What follows belongs to an exercise in optimizing a design on an open flow for small area, a short achievable clock period and few clock cycles per item; a production flow would make more cautious choices. Only simulation tests tie the RTL to the original design; equivalence was not proved. Power and IR drop assume default switching activity.

==> run F <==
// bloom_filter_optimized
module bloom_filter_optimized #(
  parameter BIT_ARRAY_SIZE = 1024,
  parameter HASH_WIDTH     = $clog2(BIT_ARRAY_SIZE)
)(
  input  logic                clk,
  input  logic                rst_n,        
  input  logic                enable,       
  input  logic [31:0]         src_ip,       
  input  logic [31:0]         dest_ip,      
  input  logic [15:0]         tag,          
  output logic                safe,         
  output logic                output_valid, 
  output logic [63:0]         header,       
  output logic [15:0]         out_tag,      
  output logic                busy          
);
==> module bloom_bram, before the edit <==
module bloom_bram #(
  parameter BIT_ARRAY_SIZE = 1024,
  parameter ADDR_WIDTH     = $clog2(BIT_ARRAY_SIZE)
)(
  input  logic                     clk,
  input  logic                     clr,
  input  logic                     we,
  input  logic [7:0]               row0_hi,
  input  logic [3:0]               row0_lo,
  input  logic [4:0]               col0,
  input  logic [7:0]               row1_hi,
  input  logic [3:0]               row1_lo,
  input  logic [4:0]               col1,
  output logic                     dout0,
  output logic                     dout1
);
  localparam ROWS = 32;
  localparam COLS = 32;
  logic [BIT_ARRAY_SIZE-1:0] mem;
  logic [ROWS-1:0] row0, row1;
  logic [COLS-1:0] colw0, colw1;
  for (genvar r = 0; r < ROWS; r++) begin : g_row
    assign row0[r] = row0_hi[r / 4] & row0_lo[r % 4];
    assign row1[r] = row1_hi[r / 4] & row1_lo[r % 4];
  end
  assign colw0 = we ? {{(COLS-1){1'b0}}, 1'b1} << col0 : '0;
  assign colw1 = we ? {{(COLS-1){1'b0}}, 1'b1} << col1 : '0;
  logic [BIT_ARRAY_SIZE-1:0] set;
  for (genvar i = 0; i < BIT_ARRAY_SIZE; i++) begin : g_set
    assign set[i] = (row0[i / COLS] & colw0[i % COLS]) | (row1[i / COLS] & colw1[i % COLS]);
  end
  always_ff @(posedge clk) begin
    if (clr)
      mem <= '0;
    else
      mem <= mem | set;
  end
  logic [COLS-1:0] hit0, hit1;
  for (genvar c = 0; c < COLS; c++) begin : g_rd
    logic [ROWS-1:0] colbits;
    for (genvar r = 0; r < ROWS; r++) begin : g_r
      assign colbits[r] = mem[r * COLS + c];
    end
    assign hit0[c] = colw0[c] & |(row0 & colbits);
    assign hit1[c] = colw1[c] & |(row1 & colbits);
  end
  assign dout0 = |hit0;
  assign dout1 = |hit1;
endmodule
==> module bloom_filter_optimized, before the edit <==
module bloom_filter_optimized #(
  parameter BIT_ARRAY_SIZE = 1024,
  parameter HASH_WIDTH     = $clog2(BIT_ARRAY_SIZE)
)(
  input  logic                clk,
  input  logic                rst_n,        
  input  logic                enable,       
  input  logic [31:0]         src_ip,       
  input  logic [31:0]         dest_ip,      
  input  logic [15:0]         tag,          
  output logic                safe,         
  output logic                output_valid, 
  output logic [63:0]         header,       
  output logic [15:0]         out_tag,      
  output logic                busy          
);
  assign busy = 1'b0;
  function automatic [31:0] jsum (input logic [31:0] h, input logic [7:0] b);
    jsum = h + (h << 10) + {14'd0, b, 2'd0, b};
  endfunction
  function automatic [31:0] jmix (input logic [31:0] x);
    jmix = x ^ (x >> 6);
  endfunction
  function automatic [HASH_WIDTH-1:0] jfinal (input logic [31:0] f);
    logic [20:0] g;
    begin
      g = f[20:0] + {f[17:0], 3'd0};
      jfinal = g[9:0] ^ g[20:11];
    end
  endfunction
  logic        v1, v2, v3, v4, v5;
  logic [79:0] d1, d2, d3, d4, d5;        
  logic [31:0] s2, t2, s3, t3, s4, t4;    
  logic [HASH_WIDTH-1:0] hs, hd;
  logic [7:0] rs_hi5, rd_hi5;
  logic [3:0] rs_lo5, rd_lo5;
  logic [4:0] cs5, cd5;
  logic rd_s, rd_d;
  assign hs = jfinal(jmix(s4));
  assign hd = jfinal(jmix(t4));
  always_ff @(posedge clk) begin
    d1 <= {src_ip, dest_ip, tag};
    d2 <= d1;
    d3 <= d2;
    d4 <= d3;
    d5 <= d4;
    s2 <= jsum(jmix({14'd0, d1[55:48], 2'd0, d1[55:48]}), d1[63:56]);
    t2 <= jsum(jmix({14'd0, d1[23:16], 2'd0, d1[23:16]}), d1[31:24]);
    s3 <= jsum(jmix(s2), d2[71:64]);
    t3 <= jsum(jmix(t2), d2[39:32]);
    s4 <= jsum(jmix(s3), d3[79:72]);
    t4 <= jsum(jmix(t3), d3[47:40]);
    rs_hi5 <= 8'd1 << hs[9:7];
    rs_lo5 <= 4'd1 << hs[6:5];
    cs5    <= hs[4:0];
    rd_hi5 <= 8'd1 << hd[9:7];
    rd_lo5 <= 4'd1 << hd[6:5];
    cd5    <= hd[4:0];
    header  <= d5[79:16];
    out_tag <= d5[15:0];
    safe    <= rd_s & rd_d;
  end
  logic clr;
  always_ff @(posedge clk)
    clr <= !rst_n;
  always_ff @(posedge clk) begin
    if (!rst_n) begin
      v1 <= 1'b0;
      v2 <= 1'b0;
      v3 <= 1'b0;
      v4 <= 1'b0;
      v5 <= 1'b0;
      output_valid <= 1'b0;
    end else begin
      v1 <= enable;
      v2 <= v1;
      v3 <= v2;
      v4 <= v3;
      v5 <= v4;
      output_valid <= v5;
    end
  end
  bloom_bram #(
    .BIT_ARRAY_SIZE(BIT_ARRAY_SIZE),
    .ADDR_WIDTH(HASH_WIDTH)
  ) u_bram (
    .clk(clk),
    .clr(clr),
    .we(v5),
    .row0_hi(rs_hi5),
    .row0_lo(rs_lo5),
    .col0(cs5),
    .row1_hi(rd_hi5),
    .row1_lo(rd_lo5),
    .col1(cd5),
    .dout0(rd_s),
    .dout1(rd_d)
  );
endmodule
==> flow/config.mk <==
export PLATFORM = sky130hd
export DESIGN_NAME = bloom_filter_optimized
export DESIGN_NICKNAME = bloom_filter_optimized
export VERILOG_FILES = /design/flow/design.v
export SDC_FILE = /design/flow/constraint.sdc
export NUM_CORES = 4
export LEC_CHECK = 0
export CAP_MARGIN = 20
export CORE_MARGIN = 2
export CORE_UTILIZATION = 50
export PLACE_DENSITY = 0.65
export SLEW_MARGIN = 20
==> flow/constraint.sdc <==
create_clock -name core_clock -period 14.0 [get_ports {clk}]
set_input_delay 2.8000 -clock core_clock [delete_from_list [all_inputs] [get_ports {clk}]]
set_output_delay 2.8000 -clock core_clock [all_outputs]
set_load 0.01 [all_outputs]
standard.sh (not shown) runs the stock make flow with config.mk's settings and CLKGATE_MAP_FILE= SYNTH_SCRIPT=/design/flow/synth_recipe.tcl, a recipe that flattens the netlist after the stock synthesis.
==> flow/flow/run.sh <==
#!/bin/bash
# Standard ORFS layout (the standard.sh), with the timing repair steps
# aiming for more setup slack than the design's clock period needs, plain
# buffers on the ports and a clock tree without dummy loads.  The flow's
# output goes to its own log.
set -euo pipefail
bash standard.sh \
  SETUP_SLACK_MARGIN=10.0 \
  "BUFFER_PORTS_ARGS=-buffer_cell sky130_fd_sc_hd__buf_1" \
  "CTS_ARGS=-sink_clustering_enable -repair_clock_nets -dont_use_dummy_load" \
  finish > standard_flow.log 2>&1
==> run E: changes against run F <==
==> flow/design.v (replaced) <==
module bloom_bram #(
  parameter BIT_ARRAY_SIZE = 1024,
  parameter ADDR_WIDTH     = $clog2(BIT_ARRAY_SIZE)
)(
  input  logic                     clk,
  input  logic                     clr,
  input  logic                     we,
  input  logic [ADDR_WIDTH-1:0]    addr0,
  input  logic [ADDR_WIDTH-1:0]    addr1,
  output logic                     dout0,
  output logic                     dout1
);
  localparam ROW_BITS = ADDR_WIDTH / 2;
  localparam COL_BITS = ADDR_WIDTH - ROW_BITS;
  localparam ROWS     = 1 << ROW_BITS;
  localparam COLS     = 1 << COL_BITS;
  logic [BIT_ARRAY_SIZE-1:0] mem;
  logic [ROWS-1:0] row0, row1;
  logic [COLS-1:0] col0, col1;
  assign row0 = we ? {{(ROWS-1){1'b0}}, 1'b1} << addr0[ADDR_WIDTH-1:COL_BITS] : '0;
  assign row1 = we ? {{(ROWS-1){1'b0}}, 1'b1} << addr1[ADDR_WIDTH-1:COL_BITS] : '0;
  assign col0 = {{(COLS-1){1'b0}}, 1'b1} << addr0[COL_BITS-1:0];
  assign col1 = {{(COLS-1){1'b0}}, 1'b1} << addr1[COL_BITS-1:0];
  logic [BIT_ARRAY_SIZE-1:0] set;
  for (genvar i = 0; i < BIT_ARRAY_SIZE; i++) begin : g_set
    assign set[i] = (row0[i / COLS] & col0[i % COLS]) | (row1[i / COLS] & col1[i % COLS]);
  end
  always_ff @(posedge clk) begin
    if (clr)
      mem <= '0;
    else
      mem <= mem | set;
  end
  logic [COLS-1:0] hit0, hit1;
  for (genvar c = 0; c < COLS; c++) begin : g_rd
    logic [ROWS-1:0] colbits;
    for (genvar r = 0; r < ROWS; r++) begin : g_r
      assign colbits[r] = mem[r * COLS + c];
    end
    assign hit0[c] = col0[c] & |(row0 & colbits);
    assign hit1[c] = col1[c] & |(row1 & colbits);
  end
  assign dout0 = |hit0;
  assign dout1 = |hit1;
endmodule
module bloom_filter_optimized #(
  parameter BIT_ARRAY_SIZE = 1024,
  parameter HASH_WIDTH     = $clog2(BIT_ARRAY_SIZE)
)(
  input  logic                clk,
  input  logic                rst_n,        
  input  logic                enable,       
  input  logic [31:0]         src_ip,       
  input  logic [31:0]         dest_ip,      
  input  logic [15:0]         tag,          
  output logic                safe,         
  output logic                output_valid, 
  output logic [63:0]         header,       
  output logic [15:0]         out_tag,      
  output logic                busy          
);
  assign busy = 1'b0;
  function automatic [31:0] jround (input logic [31:0] h, input logic [7:0] b);
    logic [31:0] x;
    begin
      x = h + (h << 10) + {14'd0, b, 2'd0, b};
      jround = x ^ (x >> 6);
    end
  endfunction
  function automatic [HASH_WIDTH-1:0] jfinal (input logic [31:0] f);
    logic [20:0] g;
    begin
      g = f[20:0] + {f[17:0], 3'd0};
      jfinal = g[9:0] ^ g[20:11];
    end
  endfunction
  logic        v1, v2, v3, v4, v5;
  logic [79:0] d1, d2, d3, d4, d5;        
  logic [31:0] s2, t2, s3, t3, s4, t4;    
  logic [HASH_WIDTH-1:0] hs5, hd5;
  logic clr;
  logic rd_s, rd_d;
  always_ff @(posedge clk) begin
    d1 <= {src_ip, dest_ip, tag};
    d2 <= d1;
    d3 <= d2;
    d4 <= d3;
    d5 <= d4;
    s2 <= jround(jround(32'd0, d1[55:48]), d1[63:56]);
    t2 <= jround(jround(32'd0, d1[23:16]), d1[31:24]);
    s3 <= jround(s2, d2[71:64]);
    t3 <= jround(t2, d2[39:32]);
    s4 <= jround(s3, d3[79:72]);
    t4 <= jround(t3, d3[47:40]);
    hs5 <= jfinal(s4);
    hd5 <= jfinal(t4);
    header  <= d5[79:16];
    out_tag <= d5[15:0];
    safe    <= rd_s & rd_d;
  end
  always_ff @(posedge clk)
    clr <= !rst_n;
  always_ff @(posedge clk) begin
    if (!rst_n) begin
      v1 <= 1'b0;
      v2 <= 1'b0;
      v3 <= 1'b0;
      v4 <= 1'b0;
      v5 <= 1'b0;
      output_valid <= 1'b0;
    end else begin
      v1 <= enable;
      v2 <= v1;
      v3 <= v2;
      v4 <= v3;
      v5 <= v4;
      output_valid <= v5;
    end
  end
  bloom_bram #(
    .BIT_ARRAY_SIZE(BIT_ARRAY_SIZE),
    .ADDR_WIDTH(HASH_WIDTH)
  ) u_bram (
    .clk(clk),
    .clr(clr),
    .we(v5),
    .addr0(hs5),
    .addr1(hd5),
    .dout0(rd_s),
    .dout1(rd_d)
  );
endmodule
==> flow/flow/run.sh (replaced) <==
#!/bin/bash
# Standard ORFS layout (the standard.sh), with the timing repair steps
# aiming for more setup slack than the design's clock period needs, and a
# clock tree without dummy loads.  Each tool's output goes to its own log.
set -euo pipefail
bash standard.sh \
  SETUP_SLACK_MARGIN=9.6 \
  "CTS_ARGS=-sink_clustering_enable -repair_clock_nets -dont_use_dummy_load" \
  finish > standard_flow.log 2>&1
==> summary.txt <==
Final Core Density a little under three fifths; Syn Area/Cell about 10 um2; Initial Util between 50% and 60%; metal2 WL roughly 120000 um; status no timing/DRC/antenna violations; Comb power approximately 6.3 mW
Source of the figures above: run E

==> summary.txt <==
Post-CTS Setup Repair Bufs 0; Syn Area/Cell 9.52 um2; Total GRT Usage between 40% and 50%; Final Core Density 55.1%; metal2 WL roughly 130000 um; Comb power about 10 mW; status no timing/DRC/antenna violations
Source of the figures above: run F

Testbench counts of run F, summed over its fixed seeds: cycles 12,048, items 12,000.
Testbench counts of run E, summed over its fixed seeds: cycles 12,048, items 12,000.

## separate check: timing with driven ports
The flow's constraints put no driver on any port. The routed layouts listed below were extracted and timed again, unchanged, in two steps.
Step 1, drivers: a clkbuf_16 drives clk and a buf_2 each remaining input, both assumed.
Step 2 adds t to the input delays and takes it off the output delays; t is the mean of the earliest and latest rising clock arrival at the registers after step 1. Input paths then give back, and output paths get back, about the clock's delay inside the block.
a / b / c = no drivers / after step 1 / after step 2; a / b = the first two.
run | t, ns | setup WS [ns] | worst setup path after step 2 | worst data-port slew with drivers (ns)
run F | 0.894 | 9.585 / 9.585 / 9.585 | register to register | 0.05
run E | 0.881 | 9.550 / 9.550 / 9.550 | register to register | 0.06
After both steps every run listed still meets setup and hold.
